Context: an optimization exercise on an open-source flow, tuned for small area. The choices shown serve that exercise and are no tape-out recipe. Function was checked by simulation only, so behaviour that the tests miss may differ from the original. The clock port is modelled as an ideal driver; clocking choices that lean on that would not hold on a real chip. No activity file was given, so power comes from the tool's default toggle rates.

--- design/flow/design.v ---
module SPI (
    input  wire       clk,
    input  wire       rst,
    input  wire       MOSI,
    input  wire       SCK,
    input  wire       CS,
    output reg        MISO,
    output reg        DATR,
    input  wire       datr_clr,
    input  wire [7:0] tx_load_data,
    input  wire       tx_load_ctrl,
    output reg  [7:0] rx_read_data,
    output wire       cs_fall
);
reg r1_mosi, r2_mosi;
reg r1_sck, r2_sck, r3_sck;
reg r1_cs, r2_cs, r3_cs;
reg sck_posedge;
reg [6:0] rx_REG;
reg [7:0] tx_REG;
reg [2:0] tx_COUNTER;
assign cs_fall = r3_cs & ~r2_cs;
wire sck_rise = ~r3_sck & r2_sck & ~r3_cs;
wire sck_fall = r3_sck & ~r2_sck & ~r3_cs;
always @(posedge clk) begin
    r1_mosi <= MOSI;
    r2_mosi <= r1_mosi;
end
always @(posedge clk) begin
    if (rst) begin
        r1_sck <= 1'b0; r2_sck <= 1'b0; r3_sck <= 1'b0;
        r1_cs  <= 1'b0; r2_cs  <= 1'b0; r3_cs  <= 1'b0;
    end else begin
        r1_sck <= SCK; r2_sck <= r1_sck; r3_sck <= r2_sck;
        r1_cs  <= CS;  r2_cs  <= r1_cs;  r3_cs  <= r2_cs;
    end
end
always @(posedge clk) begin
    if (rst)
        rx_REG <= 7'd0;
    else if (sck_rise)
        rx_REG <= {rx_REG[5:0], r2_mosi};
end
always @(posedge clk) begin
    if (sck_rise && tx_COUNTER == 3'b111)
        rx_read_data <= {rx_REG, r2_mosi};
end
always @(posedge clk) begin
    if (rst)
        tx_REG <= 8'd0;
    else if (tx_load_ctrl)
        tx_REG <= tx_load_data;
    else if (cs_fall)
        tx_REG <= 8'hFF;
end
always @(posedge clk) begin
    if (rst) begin
        tx_COUNTER <= 3'd0;
        MISO       <= 1'b0;
        DATR       <= 1'b0;
    end else begin
        if (cs_fall) begin
            tx_COUNTER <= 3'b110;
            MISO       <= 1'b1;
            DATR       <= 1'b0;
        end else if (sck_rise) begin
            if (tx_COUNTER == 3'b111)
                DATR <= 1'b1;
        end else if (sck_fall && sck_posedge) begin
            tx_COUNTER <= tx_COUNTER - 1'b1;
            MISO       <= tx_REG[tx_COUNTER];
        end
        if (datr_clr)
            DATR <= 1'b0;
    end
end
always @(posedge clk) begin
    if (cs_fall)
        sck_posedge <= 1'b0;
    else if (sck_rise)
        sck_posedge <= 1'b1;
    else if (sck_fall)
        sck_posedge <= 1'b0;
end
endmodule
module main (
    input  wire       mclk,
    input  wire       rst,
    input  wire       MOSI,
    input  wire       SCK,
    input  wire       CS,
    output wire       MISO,
    output wire [7:0] SEG,
    output wire [7:0] DEG
);
localparam STATE_IDLE   = 2'b00;
localparam STATE_READ   = 2'b01;
localparam STATE_WAIT   = 2'b10;
localparam STATE_FINISH = 2'b11;
reg [7:0] S117_CNTR;
reg [7:0] S117_DIGEN;
reg [7:0] S117_BADJ;
reg [7:0] S117_SEG0;
reg [7:0] S117_SEG1;
reg [7:0] S117_SEG2;
reg [7:0] S117_SEG3;
reg [7:0] S117_BLNK0;
reg [7:0] S117_BLNK1;
reg [7:0] S117_DP;
reg [7:0] S117_DUMMY;
wire pwrdn = S117_CNTR[7];
wire test  = S117_CNTR[6];
wire clkmd = S117_CNTR[5];
wire pol   = S117_CNTR[4];
wire       datr_w;
wire [7:0] rx_data_w;
wire       cs_fall;
reg  [7:0] tx_data_w;
reg       datr_clr_r;
reg       tx_load_r;
reg       wrd_r;
reg [1:0] state;
reg [3:0] reg_addr;
reg       cmd_write;
SPI s117_spi (
    .clk(mclk),
    .rst(rst),
    .MOSI(MOSI),
    .SCK(SCK),
    .CS(CS),
    .MISO(MISO),
    .DATR(datr_w),
    .datr_clr(datr_clr_r),
    .tx_load_data(tx_data_w),
    .tx_load_ctrl(tx_load_r),
    .rx_read_data(rx_data_w),
    .cs_fall(cs_fall)
);
always @(posedge mclk) begin
    if (rst) begin
        state      <= STATE_IDLE;
        datr_clr_r <= 1'b0;
        wrd_r      <= 1'b0;
        tx_load_r  <= 1'b0;
    end else if (cs_fall) begin
        state <= STATE_IDLE;
    end else begin
        case (state)
        STATE_IDLE: begin
            if (datr_w) begin
                datr_clr_r <= 1'b1;
                state      <= STATE_READ;
            end else begin
                datr_clr_r <= 1'b0;
                wrd_r      <= 1'b0;
                tx_load_r  <= 1'b0;
            end
        end
        STATE_READ: begin
            wrd_r      <= 1'b0;
            datr_clr_r <= 1'b0;
            tx_load_r  <= 1'b1;
            state      <= STATE_WAIT;
        end
        STATE_WAIT: begin
            tx_load_r <= 1'b0;
            if (datr_w) begin
                datr_clr_r <= 1'b1;
                if (cmd_write)
                    wrd_r <= 1'b1;
                state <= STATE_FINISH;
            end
        end
        STATE_FINISH: begin
            wrd_r      <= 1'b0;
            datr_clr_r <= 1'b0;
            tx_load_r  <= 1'b0;
            state      <= STATE_IDLE;
        end
        endcase
    end
end
always @(posedge mclk) begin
    if (!cs_fall && state == STATE_IDLE && datr_w) begin
        reg_addr  <= rx_data_w[3:0];
        cmd_write <= rx_data_w[7:4] == 4'b1000;
    end
end
wire [7:0] wdata = rx_data_w & {8{~rst}};
wire       we    = wrd_r | rst;
wire       is_dummy = reg_addr == 4'd0 || reg_addr > 4'd10;
always @(posedge mclk) begin
    if (we && (rst || reg_addr == 4'd1))  S117_CNTR  <= wdata;
    if (we && (rst || reg_addr == 4'd2))  S117_DIGEN <= wdata;
    if (we && (rst || reg_addr == 4'd3))  S117_BADJ  <= wdata;
    if (we && (rst || reg_addr == 4'd4))  S117_SEG0  <= wdata;
    if (we && (rst || reg_addr == 4'd5))  S117_SEG1  <= wdata;
    if (we && (rst || reg_addr == 4'd6))  S117_SEG2  <= wdata;
    if (we && (rst || reg_addr == 4'd7))  S117_SEG3  <= wdata;
    if (we && (rst || reg_addr == 4'd8))  S117_BLNK0 <= wdata;
    if (we && (rst || reg_addr == 4'd9))  S117_BLNK1 <= wdata;
    if (we && (rst || reg_addr == 4'd10)) S117_DP    <= wdata;
    if (we && (rst || is_dummy))          S117_DUMMY <= wdata;
end
always @(*) begin
    case (reg_addr)
    4'd1:    tx_data_w = S117_CNTR;
    4'd2:    tx_data_w = S117_DIGEN;
    4'd3:    tx_data_w = S117_BADJ;
    4'd4:    tx_data_w = S117_SEG0;
    4'd5:    tx_data_w = S117_SEG1;
    4'd6:    tx_data_w = S117_SEG2;
    4'd7:    tx_data_w = S117_SEG3;
    4'd8:    tx_data_w = S117_BLNK0;
    4'd9:    tx_data_w = S117_BLNK1;
    4'd10:   tx_data_w = S117_DP;
    default: tx_data_w = S117_DUMMY;
    endcase
end
localparam [14:0] TMUX_START = 15'b010011011010111;   
reg [14:0] tmux_lfsr;
reg        tmux_half;
wire tmux_hit    = tmux_lfsr[14:1] == 14'b10011011010111;
wire tmux_end    = tmux_hit & ~tmux_lfsr[0];
wire tmux_posedge = tmux_hit & tmux_lfsr[0] & tmux_half;
wire tmux_load   = rst | pwrdn | tmux_end;
always @(posedge mclk) begin
    if (tmux_load)
        tmux_lfsr <= TMUX_START;
    else
        tmux_lfsr <= {tmux_lfsr[13:0], tmux_lfsr[14] ^ tmux_lfsr[13]};
    if (rst | pwrdn)
        tmux_half <= 1'b0;
    else if (tmux_end)
        tmux_half <= ~tmux_half;
end
wire step = tmux_posedge & ~pwrdn;
function lt8;
    input [7:0] a;
    input [7:0] b;
    integer i;
    begin
        lt8 = 1'b0;
        for (i = 0; i < 8; i = i + 1)
            lt8 = (~a[i] & b[i]) | (~(a[i] ^ b[i]) & lt8);
    end
endfunction
reg [7:0] pwm_counter;
reg       pwm_out;
always @(posedge mclk) begin
    if (rst | pwrdn) begin
        pwm_counter <= 8'd0;
        pwm_out     <= 1'b0;
    end else begin
        pwm_counter <= pwm_counter + 1'b1;
        if (pwm_counter == 8'hFF)
            pwm_out <= S117_BADJ != 8'd0;
        else
            pwm_out <= lt8(pwm_counter, S117_BADJ);
    end
end
reg [2:0] digit_counter;
reg [3:0] seg_r;
reg [7:0] dig_driver_r;
wire [31:0] seg_all = {S117_SEG3, S117_SEG2, S117_SEG1, S117_SEG0};
always @(posedge mclk) begin
    if (rst) begin
        dig_driver_r  <= 8'd0;
        digit_counter <= 3'd0;
        seg_r         <= 4'd0;
    end else if (pwrdn) begin
        dig_driver_r <= 8'd0;
    end else if (step) begin
        digit_counter <= digit_counter + 1'b1;
        if (S117_DIGEN[digit_counter]) begin
            dig_driver_r <= pol ? ~(8'd1 << digit_counter) : (8'd1 << digit_counter);
            seg_r        <= seg_all[digit_counter*4 +: 4];
        end else begin
            seg_r        <= 4'd0;
            dig_driver_r <= 8'd0;
        end
    end
end
reg [3:0] interval_counter;
reg [7:0] blink_counter;
reg       blink_out;
wire interval_end = interval_counter[3] & interval_counter[1];   
wire lt0 = lt8(blink_counter, S117_BLNK0);
wire lt1 = lt8(blink_counter, S117_BLNK1);
wire lo_zero = S117_BLNK0 == 8'd0 || S117_BLNK1 == 8'd0;
always @(posedge mclk) begin
    if (rst) begin
        interval_counter <= 4'd0;
        blink_counter    <= 8'd0;
        blink_out        <= 1'b0;
    end else if (pwrdn) begin
        interval_counter <= 4'd0;
        blink_counter    <= 8'd0;
    end else if (tmux_posedge) begin
        if (interval_end) begin
            interval_counter <= 4'd0;
            if (!lo_zero && !lt0 && !lt1)
                blink_counter <= 8'd0;
            else
                blink_counter <= blink_counter + 1'b1;
            if (lo_zero)
                blink_out <= 1'b1;
            else if (lt0 && lt1)
                blink_out <= 1'b0;
            else if (lt0 || lt1)
                blink_out <= 1'b1;
        end else begin
            interval_counter <= interval_counter + 1'b1;
        end
    end
end
wire [6:0] pattern =
    seg_r == 4'd0 ? 7'b0111111 :
    seg_r == 4'd1 ? 7'b0000110 :
    seg_r == 4'd2 ? 7'b1011011 :
    seg_r == 4'd3 ? 7'b1001111 :
    seg_r == 4'd4 ? 7'b1100110 :
    seg_r == 4'd5 ? 7'b1101101 :
    seg_r == 4'd6 ? 7'b1111101 :
    seg_r == 4'd7 ? 7'b0000111 :
    seg_r == 4'd8 ? 7'b1111111 :
    seg_r == 4'd9 ? 7'b1101111 : 7'b0000000;
wire dp_bit = S117_DP[digit_counter - 1'b1];
wire gate   = (clkmd ? blink_out : 1'b1) & pwm_out;
reg [7:0] seg_driver_r;
always @(posedge mclk) begin
    if (rst | pwrdn)
        seg_driver_r <= 8'd0;
    else if (test)
        seg_driver_r <= {8{~pol}};
    else
        seg_driver_r <= {8{gate}} & {pol | dp_bit, pattern ^ {7{pol}}};
end
assign SEG = seg_driver_r;
assign DEG = dig_driver_r;
endmodule
--- design/flow/run.sh ---
#!/bin/bash
# synth_recipe.tcl (not shown) runs the flow's synth.tcl, then flattens the netlist and writes it again
# the make line also repeats each setting of config.mk as NAME=value (left out here)
make -C /OpenROAD-flow-scripts/flow DESIGN_CONFIG=/design/flow/config.mk WORK_HOME=/design/flow/orfs CLKGATE_MAP_FILE= SYNTH_SCRIPT=/design/flow/synth_recipe.tcl finish
--- design/flow/config.mk ---
export PLATFORM = sky130hd
export DESIGN_NAME = main
export DESIGN_NICKNAME = main
export VERILOG_FILES = /design/flow/design.v
export SDC_FILE = /design/flow/constraint.sdc
export NUM_CORES = 4
export LEC_CHECK = 0
export CAP_MARGIN = 20
export CORE_MARGIN = 2
export CORE_UTILIZATION = 40
export SLEW_MARGIN = 20
--- design/flow/constraint.sdc ---
create_clock -name core_clock -period 10.0 [get_ports {mclk}]
set_input_delay 2.0000 -clock core_clock [delete_from_list [all_inputs] [get_ports {mclk}]]
set_output_delay 2.0000 -clock core_clock [all_outputs]
set_load 0.01 [all_outputs]
==> results of run 1 <==
cells in the final DEF, fill, tap and decap left out, types with 7 or more instances in the layout:
cell	instances
xnor2_1	21
nor3_1	22
a21oi_1	39
nor2_1	63
nor2b_1	24
a22oi_1	14
nand2_1	70
edfxtp_1	101
buf_4	8
clkbuf_16	17
nor4_1	11
dfxtp_1	95
or3_1	12
mux2_2	7
inv_1	35
a221oi_1	8
nand3_1	21
ha_1	38
mux2i_1	11
clkdlybuf4s50_1	20
o221ai_1	8
mux4_2	14
o21ai_0	27
flip-flops by register name, summed over array words and instances (netlist names), 7 cells and up:
| signal | count |
|---|---|
| S117_BADJ | 8 |
| S117_BLNK0 | 8 |
| S117_BLNK1 | 8 |
| S117_CNTR | 8 |
| S117_DIGEN | 8 |
| S117_DP | 8 |
| S117_DUMMY | 8 |
| S117_SEG0 | 8 |
| S117_SEG1 | 8 |
| S117_SEG2 | 8 |
| S117_SEG3 | 8 |
| blink_counter | 8 |
| dig_driver_r | 8 |
| pwm_counter | 8 |
| s117_spi.rx_REG | 7 |
| s117_spi.rx_read_data | 8 |
| s117_spi.tx_REG | 8 |
| seg_driver_r | 8 |
| tmux_lfsr | 15 |
routing by layer:
| layer | track usage [%] | up-vias |
|---|---|---|
| met1 | 25.5 | 3036 |
| met2 | 28.7 | 239 |
| met5 | 0 | - |
| met4 | 6.97 | 0 |
| met3 | 4.01 | 58 |
| li1 | - | 3012 |
power groups by stage:
stage / clock network [W] / registers (W) / logic (W)
after global placement: 0 / 0.000918 / 0.0000839
after detailed placement: 0 / 0.000918 / 0.0000861
after global routing: 0.000753 / 0.000904 / 0.0000965
final: 0.000705 / 0.000900 / 0.0000862
after CTS: 0.000720 / 0.000900 / 0.0000863
after floorplan: 0 / 0.000905 / 0.0000650
through the flow:
stage | instance area (um^2) | cells
finish | 10100 | 1112
floorplan | 9070 | 812
detailed placement | 9490 | 1080
CTS | 10100 | 1112
global placement | 9490 | 1080
global route | 10100 | 1112
worst register-to-register path: stages, from the launching register on:
cell and delay (ns):
dfxtp_1 0.85, inv_1 0.25, ha_1 0.45, mux4_2 0.52, mux2_2 0.27, o21ai_0 0.14
a21oi_1 0.08
final cells by class:
type	count	share of cell area, %
Sequential cell	196	48.7
Clock inverter	14	1.84
Multi-Input combinational cell	533	37.6
Timing Repair Buffer	29	2.62
Clock buffer	18	4.34
Inverter	37	1.37
Tap cell	285	3.52
cells by family after synthesis:
| logic type | after synthesis |
|---|---|
| fa+ha+maj | 39 |
| xor+xnor | 25 |
| buf+inv | 83 |
| mux | 34 |
| flops | 196 |
| compound gates | 167 |
| simple gates | 268 |
worst max path at each step:
stage | start | end | slack (ns) | depth (start not counted)
after CTS | rst | tmux_lfsr[3]$_SDFF_PP0_ | 6.46 | 5
final | rst | S117_BLNK1[7]$_DFFE_PP_ | 6.45 | 4
after global routing | rst | tmux_lfsr[3]$_SDFF_PP0_ | 6.31 | 5
after global placement | rst | tmux_lfsr[3]$_SDFF_PP0_ | 6.03 | 5
after detailed placement | rst | tmux_lfsr[8]$_SDFF_PP0_ | 5.99 | 5
after floorplan | rst | S117_BLNK1[0]$_DFFE_PP_ | 6.72 | 4
==> results.txt, run 1 <==
total CTS buffers=17; kind of critical path=primary input to register; ys flop type=edfxtp_1; largest cells by area after synthesis=edfxtp_1 33%, dfxtp_1 21%, ha_1 5.2%, mux4_2 3.5%, nand2_1 2.9%; VDD IR max=0.110 mV; post-synthesis mux area share=6.14%; worst-path cell with the longest stage delay=o21ai_0; hold endpoint=s117_spi.r2_mosi$_DFF_P_; Sequential Power Share=53.2%; crit path capture type=register; Adder-Cell Fraction of Synth Area=5.35%; WL per Instance=19.3 um; clock share of power=41.7%; Worst Path Arrival=3.60 ns; first drt pass iteration count=5; Post-CTS Setup Inserts=0; Routed met3 length=1400 um; chip width=155 um; initial antenna violation count=0; internal power=0.00128 W; maximum clock rate=0.281 GHz; Switching Share=24.3%; share of synthesized flip-flops with an asynchronous set or reset=0%; share of layout cells above drive strength 1=8.83%; R2R cell count=6; DRT met1 WL=9610 um; Worst-path clk slew=0.08 ns; Rows=55; dpl ws=5.99 ns; first-pass GRT wire length=34,100 um; Area Growth Syn to Fin=11.6%; xor/xnor share of the synthesized area=2.41%; # clock sinks=196; reg2reg start=digit_counter[0]$_SDFFE_PP0P_; Max Cap Viol=0; # resized after CTS=0; CORE AREA=22,400 um^2; hold crit path type=register to register; RSZ-0062 raised after global routing=no; CTS root buffer=clkbuf_16; Req. time, crit path=10.04 ns; Fin Hold WS=0.331 ns; Setup WS post-layout=6.45 ns; chip height=155 um; starting density of the core=40.4%; Post-DP HPWL=14,900 um; Yosys cell types=72; total number of yosys warnings=2; DR vias=6,345; nets@finish=857; status=complete, no violations; Final Util=45.1%; worst skew pair latency=0.44 ns; Max Used Layer=met4; setup violators final=0; crit path time final=3.55 ns; CP max FO=47; CTS tree=done; Net Switching=0.000411 W; delay-heaviest family, CP=buffers and inverters; Sequential Area=4930 um^2; die area=23,900 um^2; final slew viol count=0; sequential-to-total area share from yosys stat=54.4%; Logic pwr share=5.1%; 1st-iter DRT viols=634; Post-CTS Hold Fix Bufs=0; Ports=22; global route overflow=0; Final period util=35.5%; met2 wire len=9720 um; diodes inserted=0; WHS Path Cells=0; hold wc startpoint=s117_spi.r1_mosi$_DFF_P_; Startpoint Class=primary input; wirelength, routed=21,500 um; Compound-Gate Fraction of Synth Area=13.0%; vias per inst=5.71; multi-input logic area=3800 um^2; fill count=2,067; Synth Cell Area=9070 um^2; Fin. Hold Viols=0; R2R Path End=seg_driver_r[7]$_SDFF_PP0_; post-route ant nets=0; critical path, cell by cell=buf_2, buf_4, inv_1, o21ai_0; number of global-route vias before repair=6,001; Buffers & Inverters on Critical Path=3; Post-Synth Simple-Gate Area=14.9%; Worst Clk Skew=0.0152 ns; Yosys top cell area share=33.4%; main combinational cell family by area after synthesis=simple AND/OR/NAND/NOR gates; Max stage delay on crit path=0.56 ns; synthesized flop and latch total=196; r2r setup slk=7.29 ns; total global-route track usage=18.5%; worst slew pin tran=1.19 ns; PortBufs=21; Syn Nets=855; Post-Synthesis Cells=812; Synth area leader=edfxtp_1; leakage power=3.48 nW; syn avg cell area=11.2 um^2; largest net degree at the start of global routing=48; count leader, synth=edfxtp_1; total power=0.00169 W; power density cells=167 nW/um^2; CTS Buffer Depth=2; H-tree levels=4; synth cell count leaders=101 x edfxtp_1, 95 x dfxtp_1, 70 x nand2_1; setup TNS=0 ns; Post-synth EDFFs=101; Slew HR=20.5%; drt drc=0; GP Congestion=0.982
==> inputs of run 2 (changes only) <==
--- a/design/flow/design.v
+++ b/design/flow/design.v
@@ -11,3 +11,3 @@
     input  wire       tx_load_ctrl,
-    output reg  [7:0] rx_read_data,
+    output wire [7:0] rx_read_data,
     output wire       cs_fall
@@ -18,3 +18,3 @@
 reg sck_posedge;
-reg [6:0] rx_REG;
+reg [7:0] rx_REG;
 reg [7:0] tx_REG;
@@ -39,10 +39,7 @@
     if (rst)
-        rx_REG <= 7'd0;
+        rx_REG <= 8'd0;
     else if (sck_rise)
-        rx_REG <= {rx_REG[5:0], r2_mosi};
-end
-always @(posedge clk) begin
-    if (sck_rise && tx_COUNTER == 3'b111)
-        rx_read_data <= {rx_REG, r2_mosi};
+        rx_REG <= {rx_REG[6:0], r2_mosi};
 end
+assign rx_read_data = rx_REG;
 always @(posedge clk) begin
@@ -263,3 +260,4 @@
 reg [3:0] seg_r;
-reg [7:0] dig_driver_r;
+reg       deg_on_hi;
+reg       deg_on_lo;
 wire [31:0] seg_all = {S117_SEG3, S117_SEG2, S117_SEG1, S117_SEG0};
@@ -267,3 +265,4 @@
     if (rst) begin
-        dig_driver_r  <= 8'd0;
+        deg_on_hi     <= 1'b0;
+        deg_on_lo     <= 1'b0;
         digit_counter <= 3'd0;
@@ -271,14 +270,17 @@
     end else if (pwrdn) begin
-        dig_driver_r <= 8'd0;
+        deg_on_hi <= 1'b0;
+        deg_on_lo <= 1'b0;
     end else if (step) begin
         digit_counter <= digit_counter + 1'b1;
-        if (S117_DIGEN[digit_counter]) begin
-            dig_driver_r <= pol ? ~(8'd1 << digit_counter) : (8'd1 << digit_counter);
-            seg_r        <= seg_all[digit_counter*4 +: 4];
-        end else begin
-            seg_r        <= 4'd0;
-            dig_driver_r <= 8'd0;
-        end
+        deg_on_hi     <= S117_DIGEN[digit_counter] & ~pol;
+        deg_on_lo     <= S117_DIGEN[digit_counter] & pol;
+        if (S117_DIGEN[digit_counter])
+            seg_r <= seg_all[digit_counter*4 +: 4];
+        else
+            seg_r <= 4'd0;
     end
 end
+wire [2:0] shown_digit = digit_counter - 1'b1;
+wire [7:0] dig_sel = 8'd1 << shown_digit;
+wire [7:0] dig_driver_w = (dig_sel & {8{deg_on_hi}}) | (~dig_sel & {8{deg_on_lo}});
 reg [3:0] interval_counter;
@@ -339,3 +341,3 @@
 assign SEG = seg_driver_r;
-assign DEG = dig_driver_r;
+assign DEG = dig_driver_w;
 endmodule
--- a/design/flow/config.mk
+++ b/design/flow/config.mk
@@ -7,2 +7,3 @@
 export LEC_CHECK = 0
+export ABC_AREA = 1
 export CAP_MARGIN = 20
@@ -10,2 +11,4 @@
 export CORE_UTILIZATION = 40
+export CTS_BUF_LIST = sky130_fd_sc_hd__clkbuf_4 sky130_fd_sc_hd__clkbuf_8
+export CTS_CLUSTER_SIZE = 30
 export SLEW_MARGIN = 20
==> results.txt, run 2 <==
RSZ-0062 raised after global routing=no; # resized after CTS=0 (unchanged); Startpoint Class=register; GP Congestion=0.925 (-5.8%); CTS Buffer Depth=2 (unchanged); DRT met1 WL=9370 um (-2.5%); total CTS buffers=17 (unchanged); # clock sinks=183 (-6.6%); dpl ws=4.78 ns (-1.22 ns); Area Growth Syn to Fin=11.2%; Final Cell Area=9430 um^2 (-6.8%); syn avg cell area=8.95 um^2 (-20%); Biggest register=tmux_lfsr; status=complete, no violations; 1st-iter DRT viols=544 (-14%); placed cell area=8970 um^2 (-5.4%); Post-DP HPWL=14,700 um (-1.6%); H-tree levels=4 (unchanged); synthesized flop and latch total=183 (-6.6%); total number of yosys warnings=2 (unchanged); hold crit path type=register to register; max FFs per register=15 (unchanged); leakage power=3.64 nW (+4.4%); global route overflow=0 (unchanged); first drt pass iteration count=5 (unchanged); sequential-to-total area share from yosys stat=54.2% (-0.24 points); PortBufs=21 (unchanged); largest net degree at the start of global routing=33 (-31%); chip height=150 um (-3.2%); Final period util=57.7% (+22 points); Max Used Layer=met4; Yosys top cell area share=32.9% (-0.51 points); Rows=53 (-3.6%); maximum clock rate=0.173 GHz (-38%); worst slew pin tran=1.12 ns (-0.0687 ns); CORE AREA=20,900 um^2 (-6.9%); VDD IR max=0.0810 mV (-27%); Worst Clk Skew=0.0158 ns (+0.000530 ns); starting density of the core=40.6% (+0.18 points); Worst-path clk slew=0.09 ns (about the same); final slew viol count=0 (unchanged); post-route ant nets=0 (unchanged); Fin Hold WS=0.334 ns (+0.00294 ns); total global-route track usage=19.1% (+0.63 points); WL per Instance=16.3 um (-15%); Yosys cell types=48 (-33%); number of global-route vias before repair=6,101 (+1.7%); Syn Nets=990 (+16%); diodes inserted=0 (unchanged); setup TNS=0 ns (unchanged); crit path time final=5.77 ns (+2.21 ns); Max Cap Viol=0 (unchanged); CP max FO=31 (-34%); Worst Path Arrival=3.77 ns (+0.17 ns); crit path capture type=primary output; kind of critical path=register to primary output; Post-Synthesis Cells=948 (+17%); vias per inst=5.17 (-9.4%); nets@finish=1,009 (+18%); drt drc=0 (unchanged); Ports=22 (unchanged); initial antenna violation count=0 (unchanged); CTS tree=done; Post-CTS Setup Inserts=0 (unchanged); chip width=150 um (-3.2%); Post-synth EDFFs=93 (-7.9%); setup violators final=0 (unchanged); CTS root buffer=clkbuf_8; fill count=2,052 (-0.73%); die area=22,400 um^2 (-6.3%); Synth Cell Area=8480 um^2 (-6.5%); wirelength, routed=20,500 um (-4.5%); Routed met3 length=1170 um (-16%); Fin. Hold Viols=0 (unchanged); DR vias=6,486 (+2.2%); met2 wire len=9450 um (-2.8%); Post-CTS Hold Fix Bufs=0 (unchanged); Req. time, crit path=8.00 ns (-2.04 ns); highest-count cells in the layout ignoring fill and taps=150 x inv_1, 122 x nand2_1, 99 x o21ai_0, 93 x edfxtp_1, 90 x dfxtp_1; largest cells by area after synthesis=edfxtp_1 33%, dfxtp_1 21%, inv_1 6.6%, o21ai_0 6.1%, ha_1 5.5%; share of synthesized flip-flops with an asynchronous set or reset=0% (unchanged); share of layout cells above drive strength 1=6.02% (-2.8 points); power density cells=162 nW/um^2 (-3.2%); most common cell after layout, fill and taps aside=inv_1; worst skew pair latency=0.46 ns (+0.02 ns); Setup WS post-layout=4.23 ns (-2.21 ns); first-pass GRT wire length=32,800 um (-3.8%); synth cell count leaders=150 x inv_1, 122 x nand2_1, 104 x o21ai_0; Slew HR=25.0% (+4.5 points); ys flop type=edfxtp_1; total power=0.00153 W (-9.8%); count leader, synth=inv_1; Synth area leader=edfxtp_1
==> run 2: cell types whose count changed in the layout (fill, tap and decap cells not counted), moves of 11 or more <==
cell | before | now
a21oi_1 | 39 | 79
a22oi_1 | 14 | 1
clkbuf_16 | 17 | 0
clkbuf_8 | 1 | 19
inv_1 | 35 | 150
mux4_2 | 14 | 0
nand2_1 | 70 | 122
nand3_1 | 21 | 64
nor2_1 | 63 | 75
nor2b_1 | 24 | 0
o21ai_0 | 27 | 99
or3_1 | 12 | 1
xnor2_1 | 21 | 0
==> run 2: critical path, stage by stage (launching register included) <==
cell             delay [ns]
dfxtp_1                0.95
inv_1                  0.62
ha_1                   0.39
or2_2                  0.27
nand2_1                0.16
inv_1                  0.13
nand2_1                0.10
nand2_1                0.05
o21ai_0                0.08
clkdlybuf4s50_1        0.56
==> run 2: final cells by class <==
type                            count  area (um^2)  area share [%]
Sequential cell                   183         4590            48.7
Multi-Input combinational cell    584         3200            34.0
Inverter                          152          571            6.05
Tap cell                          275          344            3.65
Clock buffer                       22          284            3.01
Timing Repair Buffer               29          270            2.86
Clock inverter                     10          166            1.76
==> run 2: through the flow <==
stage | util (%) | cells
6_report | 45.2 | 1255
2_1_floorplan | - | 948
5_1_grt | 45.2 | 1255
3_5_place_dp | 43.0 | 1222
4_1_cts | 45.1 | 1254
3_3_place_gp | 42.9 | 1222
==> run 2: cell families (layout without fill, tap and decap cells) <==
| family | count (synthesis) | after routing | share of synthesized area, % |
|---|---|---|---|
| flops | 183 | 183 | 54.2 |
| buf+inv | 181 | 213 | 8.14 |
| mux | 1 | 1 | 0.118 |
| simple gates | 313 | 313 | 16.8 |
| xor+xnor | 3 | 3 | 0.310 |
| fa+ha+maj | 37 | 37 | 5.46 |
| compound gates | 230 | 230 | 15.0 |
==> run 2: path summary, 6_finish.rpt <==
path / start / end / slack, ns / cells after the start
setup reg to reg: digit_counter[0]$_SDFFE_PP0P_ / seg_driver_r[7]$_SDFF_PP0_ / 7.03 / 9
setup / recovery: digit_counter[0]$_SDFFE_PP0P_ / DEG[7] / 4.23 / 9
hold / removal: s117_spi.r1_mosi$_DFF_P_ / s117_spi.r2_mosi$_DFF_P_ / 0.33 / 0
hold reg to reg: s117_spi.r1_mosi$_DFF_P_ / s117_spi.r2_mosi$_DFF_P_ / 0.33 / 0
==> run 2: routing by layer <==
metal	GRT usage (%)	vias up
met2	30.4	166
met5	0	-
li1	-	3260
met1	25.5	3024
met3	4.39	36
met4	7.05	0
==> run 2: power breakdown <==
part | switching, W | leakage, nW | internal (W)
clock network | 0.000263 | 0.233 | 0.000296
registers | 0.0000244 | 1.69 | 0.000828
logic | 0.0000749 | 1.72 | 0.0000392
==> inputs of run 3 (changes only) <==
==> design/flow/flow/run.sh (new file) <==
#!/bin/bash
set -euo pipefail
W=$(pwd)
F="$W/flow"

make -C "$FLOW_HOME" DESIGN_CONFIG="$W/config.mk" WORK_HOME="$W/orfs" \
    CLKGATE_MAP_FILE= SYNTH_SCRIPT="$F/own_synth.tcl" synth > "$W/own_synth.log" 2>&1

export CTS_ARGS="-sink_clustering_enable -repair_clock_nets -dont_use_dummy_load -buf_list {sky130_fd_sc_hd__clkbuf_4 sky130_fd_sc_hd__clkbuf_8} -sink_clustering_size 25"
export BUFFER_PORTS_ARGS="-buffer_cell sky130_fd_sc_hd__buf_1"
bash "$W/standard.sh" finish > "$W/own_layout.log" 2>&1
==> design/flow/flow/area.abc (new file) <==
&get -n
&st
&dc2
&dc2
&dch -f
&nf -a -R 100 -E 1000
&put
topo
==> design/flow/flow/own_synth.tcl (new file) <==
# Standard synthesis (synth_recipe.tcl) with one change: the combinational
# logic is mapped by ABC with an area-oriented script, and full/half adders
# are left to ABC instead of being extracted first. Registers are mapped by
# the same steps as in the standard synthesis, so they keep its names and cells.
proc synth {args} { yosys synth -nofsm -noshare {*}$args }
set ::env(ADDER_MAP_FILE) ""
set own_abc_script [file join [file dirname [file normalize [info script]]] area.abc]
proc abc {args} {
    global own_abc_script
    set out {}
    set skip 0
    foreach a $args {
        if {$skip} { set skip 0; continue }
        if {$a eq "-script"} { set skip 1; continue }
        lappend out $a
    }
    yosys abc -script $own_abc_script {*}$out
}
source $::env(SCRIPTS_DIR)/synth.tcl
# left out here: clear keep_hierarchy, flatten, clean up, hide names made inside functions, write 1_2_yosys.v
==> design/flow/standard.sh (new file) <==
#!/bin/bash
# synth_recipe.tcl (not shown) runs the flow's synth.tcl, then flattens the netlist and writes it again
# the make line also repeats each setting of config.mk as NAME=value (left out here)
make -C /OpenROAD-flow-scripts/flow DESIGN_CONFIG=/design/flow/config.mk WORK_HOME=/design/flow/orfs CLKGATE_MAP_FILE= SYNTH_SCRIPT=/design/flow/synth_recipe.tcl "${@:-finish}"
==> design/flow/config.mk (replaced) <==
export PLATFORM = sky130hd
export DESIGN_NAME = main
export DESIGN_NICKNAME = main
export VERILOG_FILES = /design/flow/design.v
export SDC_FILE = /design/flow/constraint.sdc
export NUM_CORES = 4
export LEC_CHECK = 0
export CAP_MARGIN = 20
export CORE_MARGIN = 2
export CORE_UTILIZATION = 40
export SLEW_MARGIN = 20
removed: design/flow/run.sh
==> results.txt, run 3 <==
Synth area leader=edfxtp_1; # resized after CTS=0 (unchanged); Post-Synthesis Cells=634 (-33%); sequential-to-total area share from yosys stat=62.9% (+8.8 points); chip height=139 um (-7.1%); CORE AREA=18,000 um^2 (-14%); r2r setup slk=7.08 ns (+0.05 ns); CTS root buffer=clkbuf_8; hold crit path type=register to register; share of synthesized flip-flops with an asynchronous set or reset=0% (unchanged); setup violators final=0 (unchanged); met3 Usage GRT=4.87% (+0.48 points); count leader, synth=edfxtp_1; chip width=139 um (-7.1%); total CTS buffers=17 (unchanged); diodes inserted=0 (unchanged); H-tree levels=4 (unchanged); crit path capture type=primary output; Slew HR=23.6% (-1.4 points); Post-synth EDFFs=93 (unchanged); met2 Usage GRT=30.8% (+0.34 points); starting density of the core=40.6% (about the same); final slew viol count=0 (unchanged); total number of yosys warnings=2 (unchanged); busiest grt layer=met2; GP Congestion=0.943 (+1.9%); Max stage delay on crit path=0.78 ns (-0.17 ns); most common cell after layout, fill and taps aside=edfxtp_1; Post-CTS Hold Fix Bufs=0 (unchanged); Max Cap Viol=0 (unchanged); Setup WS post-layout=5.77 ns (+1.53 ns); crit path time final=4.23 ns (-1.53 ns); largest net degree at the start of global routing=53 (+61%); VDD IR max=0.0826 mV (+2.0%); total power=0.00127 W (-17%); met1 usage in global routing=25.5% (about the same); Startpoint Class=register; DR vias=5,632 (-13%); largest cells by area after synthesis=edfxtp_1 38%, dfxtp_1 25%, a222oi_1 3.6%, a21oi_1 2.7%, nand2_1 2.7%; # clock sinks=183 (unchanged); Syn Nets=639 (-35%); share of layout cells above drive strength 1=5.00% (-1.0 points); Yosys cell types=50 (+4.2%); total global-route track usage=19.4% (+0.26 points); drt drc=0 (unchanged); Synth Cell Area=7300 um^2 (-14%); post-route ant nets=0 (unchanged); critical path, cell by cell=clkinv_1, a21oi_1, a31oi_1, buf_1; setup TNS=0 ns (unchanged); WL per Instance=20.6 um (+26%); synth cell count leaders=93 x edfxtp_1, 90 x dfxtp_1, 52 x nand2_1, 52 x nor2_1, 40 x a21oi_1; max FFs per register=15 (unchanged); vias per inst=6.20 (+20%); maximum clock rate=0.236 GHz (+36%); status=complete, no violations; Fin. Hold Viols=0 (unchanged); Final period util=42.3% (-15 points); PortBufs=21 (unchanged); Worst Clk Skew=0.0429 ns (+0.0271 ns); kind of critical path=register to primary output; die area=19,300 um^2 (-14%); Ports=22 (unchanged); wirelength, routed=18,700 um (-8.8%); Post-CTS Setup Inserts=0 (unchanged); Post-DP HPWL=12,900 um (-12%); initial antenna violation count=0 (unchanged); dpl ws=5.96 ns (+1.18 ns); Yosys top cell area share=38.3% (+5.3 points); first drt pass iteration count=6 (+1); worst-path cell with the longest stage delay=dfxtp_1; Area Growth Syn to Fin=9.32%; CTS tree=done; CP max FO=17 (-45%); RSZ-0062 raised after global routing=no; 1st-iter DRT viols=628 (+15%); nets@finish=687 (-32%); first-pass GRT wire length=28,900 um (-12%); synthesized flop and latch total=183 (unchanged); highest-count cells in the layout ignoring fill and taps=93 x edfxtp_1, 90 x dfxtp_1, 52 x nor2_1, 52 x nand2_1, 40 x a21oi_1; Worst Path Arrival=2.23 ns (-1.54 ns); Req. time, crit path=8.00 ns (about the same); ys flop type=edfxtp_1; Worst-path clk slew=0.11 ns (+0.02 ns); CTS Buffer Depth=2 (unchanged); syn avg cell area=11.5 um^2 (+29%); worst skew pair latency=0.48 ns (+0.02 ns); Rows=49 (-7.5%); leakage power=2.69 nW (-26%); number of global-route vias before repair=5,256 (-14%); worst slew pin tran=1.14 ns (+0.0173 ns); global route overflow=0 (unchanged); Biggest register=tmux_lfsr; power density cells=159 nW/um^2 (-1.9%)
run 3: logic make-up after synthesis:
kind of cell             share of synthesized area, %
AO/OA/AOI/OAI                                    19.6
buffers and inverters                            1.34
XOR/XNOR                                        0.360
adder cells (fa/ha/maj)                         0.137
AND/OR/NAND/NOR                                  14.7
flip-flops                                       62.9
multiplexers                                    0.891
run 3: critical path, delay by kind of cell (launching register included):
family,cells,cell delay (ns)
compound gates,2,0.32
buf+inv,2,0.70
flops,1,0.78
run 3: layer usage:
layer	wire length (um)	vias up	part of all wire, %
met4	556	0	3.0
met2	8660	292	46
met5	0	-	0
met3	1530	41	8.2
li1	-	2577	-
met1	7960	2722	43
run 3: metrics by stage:
stage          hold WS [ns]  cell area (um^2)  std cells  utilization (%)
6_report              0.340              7980        909             44.4
5_1_grt               0.347              7980        909             44.4
4_1_cts               0.341              7970        909             44.4
3_5_place_dp          0.314              7740        892             43.1
3_3_place_gp          0.312              7730        892             43.0
2_1_floorplan         0.310              7300        634                -
run 3: layout make-up:
type                            count  area, um^2
Fill cell                        1630        9980
Clock buffer                       17         234
Inverter                           26        97.6
Timing Repair Buffer               29         140
Sequential cell                   183        4590
Tap cell                          229         287
Multi-Input combinational cell    425        2630
run 3: final timing paths:
kind                            cells after the start                  endpoint                     startpoint
worst max-delay path                                4                    DEG[2]  digit_counter[2]$_SDFFE_PP0P_
worst min-delay path                                0  s117_spi.r2_mosi$_DFF_P_       s117_spi.r1_mosi$_DFF_P_
worst max register to register                      6    deg_on_lo$_SDFFE_PP0P_  digit_counter[0]$_SDFFE_PP0P_
worst min register to register                      0  s117_spi.r2_mosi$_DFF_P_       s117_spi.r1_mosi$_DFF_P_
run 3: report_power, final:
part	internal [W]	switching [W]	total, W	leakage [nW]
sequential	0.000819	0.0000228	0.000842	1.69
clock	0.000150	0.000221	0.000371	0.122
combinational	0.0000193	0.0000342	0.0000535	0.882
total	0.000989	0.000278	0.00127	2.69
==> inputs of run 4 (changes only) <==
--- a/design/flow/flow/run.sh
+++ b/design/flow/flow/run.sh
@@ -8,3 +8,4 @@
 
-export CTS_ARGS="-sink_clustering_enable -repair_clock_nets -dont_use_dummy_load -buf_list {sky130_fd_sc_hd__clkbuf_4 sky130_fd_sc_hd__clkbuf_8} -sink_clustering_size 25"
+export CTS_ARGS="-sink_clustering_enable -repair_clock_nets -dont_use_dummy_load -root_buf sky130_fd_sc_hd__clkbuf_16 -buf_list {sky130_fd_sc_hd__clkbuf_4}"
+export POST_CTS_TCL="$F/post_cts.tcl"
 export BUFFER_PORTS_ARGS="-buffer_cell sky130_fd_sc_hd__buf_1"
==> design/flow/flow/post_cts.tcl (new file) <==
# After clock tree synthesis (small leaf buffers, large root): upsize any
# leaf clock buffer whose flip-flop clock pins see more than 110 ps of slew,
# then legalize the placement again.
set clk_target 0.110
set clk_next [dict create sky130_fd_sc_hd__clkbuf_1 sky130_fd_sc_hd__clkbuf_2 \
  sky130_fd_sc_hd__clkbuf_2 sky130_fd_sc_hd__clkbuf_4 \
  sky130_fd_sc_hd__clkbuf_4 sky130_fd_sc_hd__clkbuf_8 \
  sky130_fd_sc_hd__clkbuf_8 sky130_fd_sc_hd__clkbuf_16]
estimate_parasitics -placement
set clk_changed 0
foreach b [get_cells clkbuf_*] {
  while 1 {
    set net [get_nets -of_objects [get_pins -of_objects $b -filter "direction == output"]]
    set mx 0
    foreach p [get_pins -of_objects $net -filter "direction == input"] {
      set s [get_property $p slew_max]
      if {$s > $mx} { set mx $s }
    }
    set m [get_property $b ref_name]
    if {$mx <= $clk_target || ![dict exists $clk_next $m]} { break }
    replace_cell $b [dict get $clk_next $m]
    estimate_parasitics -placement
    incr clk_changed
    puts "post_cts: [get_full_name $b] $m -> [get_property $b ref_name] (slew $mx)"
  }
}
if {$clk_changed > 0} {
  detailed_placement
  check_placement -verbose
  estimate_parasitics -placement
}
--- a/design/flow/config.mk
+++ b/design/flow/config.mk
@@ -9,3 +9,3 @@
 export CORE_MARGIN = 2
-export CORE_UTILIZATION = 40
+export CORE_UTILIZATION = 80
 export SLEW_MARGIN = 20
==> results.txt, run 4 <==
worst skew pair latency=0.39 ns (-0.09 ns); chip width=99.5 um (-28%); Rows=34 (-31%); Sequential Power Share=67.0% (+0.5 points); hold crit path type=register to register; Syn Nets=639 (unchanged); Max Cap Viol=0 (unchanged); highest-count cells in the layout ignoring fill and taps=93 x edfxtp_1, 90 x dfxtp_1, 52 x nor2_1, 52 x nand2_1, 40 x a21oi_1; maximum clock rate=0.249 GHz (+5.5%); Ports=22 (unchanged); max FFs per register=15 (unchanged); first-pass GRT wire length=30,200 um (+4.3%); Area Growth Syn to Fin=6.67%; Synth area leader=edfxtp_1; leakage power=2.67 nW (-0.91%); Worst Path Arrival=2.01 ns (-0.22 ns); syn avg cell area=11.5 um^2 (unchanged); Biggest register=tmux_lfsr; Startpoint Class=register; VDD IR max=0.145 mV (+76%); dpl ws=5.91 ns (-0.0524 ns); CORE AREA=8810 um^2 (-51%); wirelength, routed=19,700 um (+5.5%); DR vias=6,001 (+6.6%); 1st-iter DRT viols=1,343 (+110%); Worst Clk Skew=0.0303 ns (-0.0125 ns); share of synthesized flip-flops with an asynchronous set or reset=0% (unchanged); GP Congestion=1.08 (+14%); clock share of power=28.5% (-0.8 points); WL per Instance=25.1 um (+22%); count leader, synth=edfxtp_1; Synth Cell Area=7300 um^2 (unchanged); Worst-path clk slew=0.09 ns (-0.02 ns); die area=9900 um^2 (-49%); nets@finish=684 (-0.44%); Post-Synthesis Cells=634 (unchanged); Req. time, crit path=8.00 ns (about the same); worst slew pin tran=1.06 ns (-0.0793 ns); internal power=0.000974 W (-1.4%); power density cells=162 nW/um^2 (+2.0%); sequential-to-total area share from yosys stat=62.9% (unchanged); first drt pass iteration count=10 (+4); diodes inserted=0 (unchanged); largest cells by area after synthesis=edfxtp_1 38%, dfxtp_1 25%, a222oi_1 3.6%, a21oi_1 2.7%, nand2_1 2.7%; CTS tree=done; Final period util=40.1% (-2.2 points); status=complete, no violations; Net Switching=0.000287 W (+3.1%); Setup WS post-layout=5.99 ns (+0.221 ns); kind of critical path=register to primary output; synthesized flop and latch total=183 (unchanged); crit path capture type=primary output; global route overflow=0 (unchanged); setup TNS=0 ns (unchanged); largest net degree at the start of global routing=53 (unchanged); initial antenna violation count=0 (unchanged); share of layout cells above drive strength 1=4.87% (-0.13 points); synth cell count leaders=93 x edfxtp_1, 90 x dfxtp_1, 52 x nand2_1, 52 x nor2_1, 40 x a21oi_1; drt drc=0 (unchanged); number of global-route vias before repair=5,664 (+7.8%); final slew viol count=0 (unchanged); most common cell after layout, fill and taps aside=edfxtp_1; Fin. Hold Viols=0 (unchanged); Switching Share=22.7% (+0.78 points); PortBufs=21 (unchanged); ys flop type=edfxtp_1; # clock sinks=183 (unchanged); total global-route track usage=40.8% (+21 points); vias per inst=7.64 (+23%); Post-synth EDFFs=93 (unchanged); delay-heaviest family, CP=simple AND/OR/NAND/NOR gates; post-route ant nets=0 (unchanged); Post-DP HPWL=12,900 um (-0.37%); r2r setup slk=6.94 ns (-0.14 ns); Yosys top cell area share=38.3% (unchanged); critical path, cell by cell=and2_0, a21oi_1, a31oi_1, buf_1; Yosys cell types=50 (unchanged); Buffers & Inverters on Critical Path=1 (-1); CP max FO=16 (-1); setup violators final=0 (unchanged); crit path time final=4.01 ns (-0.221 ns); Slew HR=29.3% (+5.7 points); RSZ-0062 raised after global routing=no; chip height=99.5 um (-28%); Logic pwr share=4.5% (+0.3 points); worst-path cell with the longest stage delay=and2_0; total number of yosys warnings=2 (unchanged); starting density of the core=82.9% (+42 points); Max stage delay on crit path=0.65 ns (-0.13 ns)
run 4: cell counts after synthesis:
No cell type changed its count.
run 4: logic make-up after synthesis:
logic type,synth area share [%]
and+or+nand+nor,14.7
AOI/OAI and AO/OA,19.6
DFF,62.9
buffers and inverters,1.34
muxes,0.891
xor gates and xnor gates,0.360
adders and majority gates,0.137
run 4: worst paths after layout:
check	from	cells after the start	to
hold / removal	s117_spi.r1_mosi$_DFF_P_	0	s117_spi.r2_mosi$_DFF_P_
setup reg to reg	tmux_lfsr[6]$_SDFF_PP1_	9	blink_counter[7]$_SDFFE_PP0P_
setup / recovery	digit_counter[0]$_SDFFE_PP0P_	4	DEG[2]
hold reg to reg	s117_spi.r1_mosi$_DFF_P_	0	s117_spi.r2_mosi$_DFF_P_
run 4: metrics by stage:
step / std cells / utilization, % / hold slack, ns / total power, W / cell area, um^2
2_1_floorplan: 634 / - / 0.310 / 0.000884 / 7300
3_3_place_gp: 767 / 85.7 / 0.315 / 0.000907 / 7540
3_5_place_dp: 768 / 85.8 / 0.327 / 0.000912 / 7560
5_1_grt: 785 / 88.4 / 0.354 / 0.00128 / 7790
6_report: 785 / 88.4 / 0.346 / 0.00126 / 7790
run 4: per-layer routing:
layer,wire (um),vias up,GRT usage [%]
met2,9280,575,67.1
met4,958,0,16.0
met1,6830,2721,52.1
met5,0,-,0
li1,-,2581,-
met3,2670,124,11.1
run 4: power groups by stage:
stage	logic (W)	registers [W]	clock network (W)
detailed placement	0.0000533	0.000859	0
global route	0.0000609	0.000846	0.000375
finish	0.0000569	0.000845	0.000360
global placement	0.0000498	0.000857	0
floorplan	0.0000348	0.000849	0
run 4: final cells by class:
cell class | count | area, um^2
well taps | 108 | 135
flip-flops and latches | 183 | 4590
clock buffers | 17 | 206
multi-input cells | 425 | 2640
inverters | 26 | 97.6
repair buffers | 26 | 115
fillers | 414 | 1020
run 4: worst register-to-register path, cell delays in order (launching register included):
cell and delay [ns]:
dfxtp_1 0.32, nand4b_1 0.20, nor4_1 0.41, nand3_1 0.25, nor4_1 0.76, and3_1 0.31, and2_0 0.27, and3_1 0.24
xnor2_1 0.13, nor2_1 0.06

port drivers added, routing unchanged:
No port has a modelled driver above. Below, the same layouts with a new extraction and two added sets of constraints. Step 1, drivers: a clkbuf_16 drives mclk and a buf_2 each remaining input, both assumed. Step 2, shift: input delay + t, output delay - t, t = (earliest + latest rising clock arrival at the registers) / 2. This alone moves slack from input paths to output paths. Slacks: ideal ports / drivers / drivers and shift; pairs: ideal ports / drivers.
run	shift t [ns]	slack for setup (ns)	worst data-port slew with drivers (ns)
run 1	0.475	6.447 / 6.469 / 5.994	0.03
run 2	0.495	4.235 / 4.193 / 4.689	0.03
run 3	0.495	5.767 / 5.726 / 5.920	0.03
run 4	0.420	5.988 / 5.946 / 5.667	0.03
After both steps setup and hold are still met in every run listed. The setup slack of run 1, which loses most, moves by +0.022 ns with the drivers and by -0.453 ns with both steps.
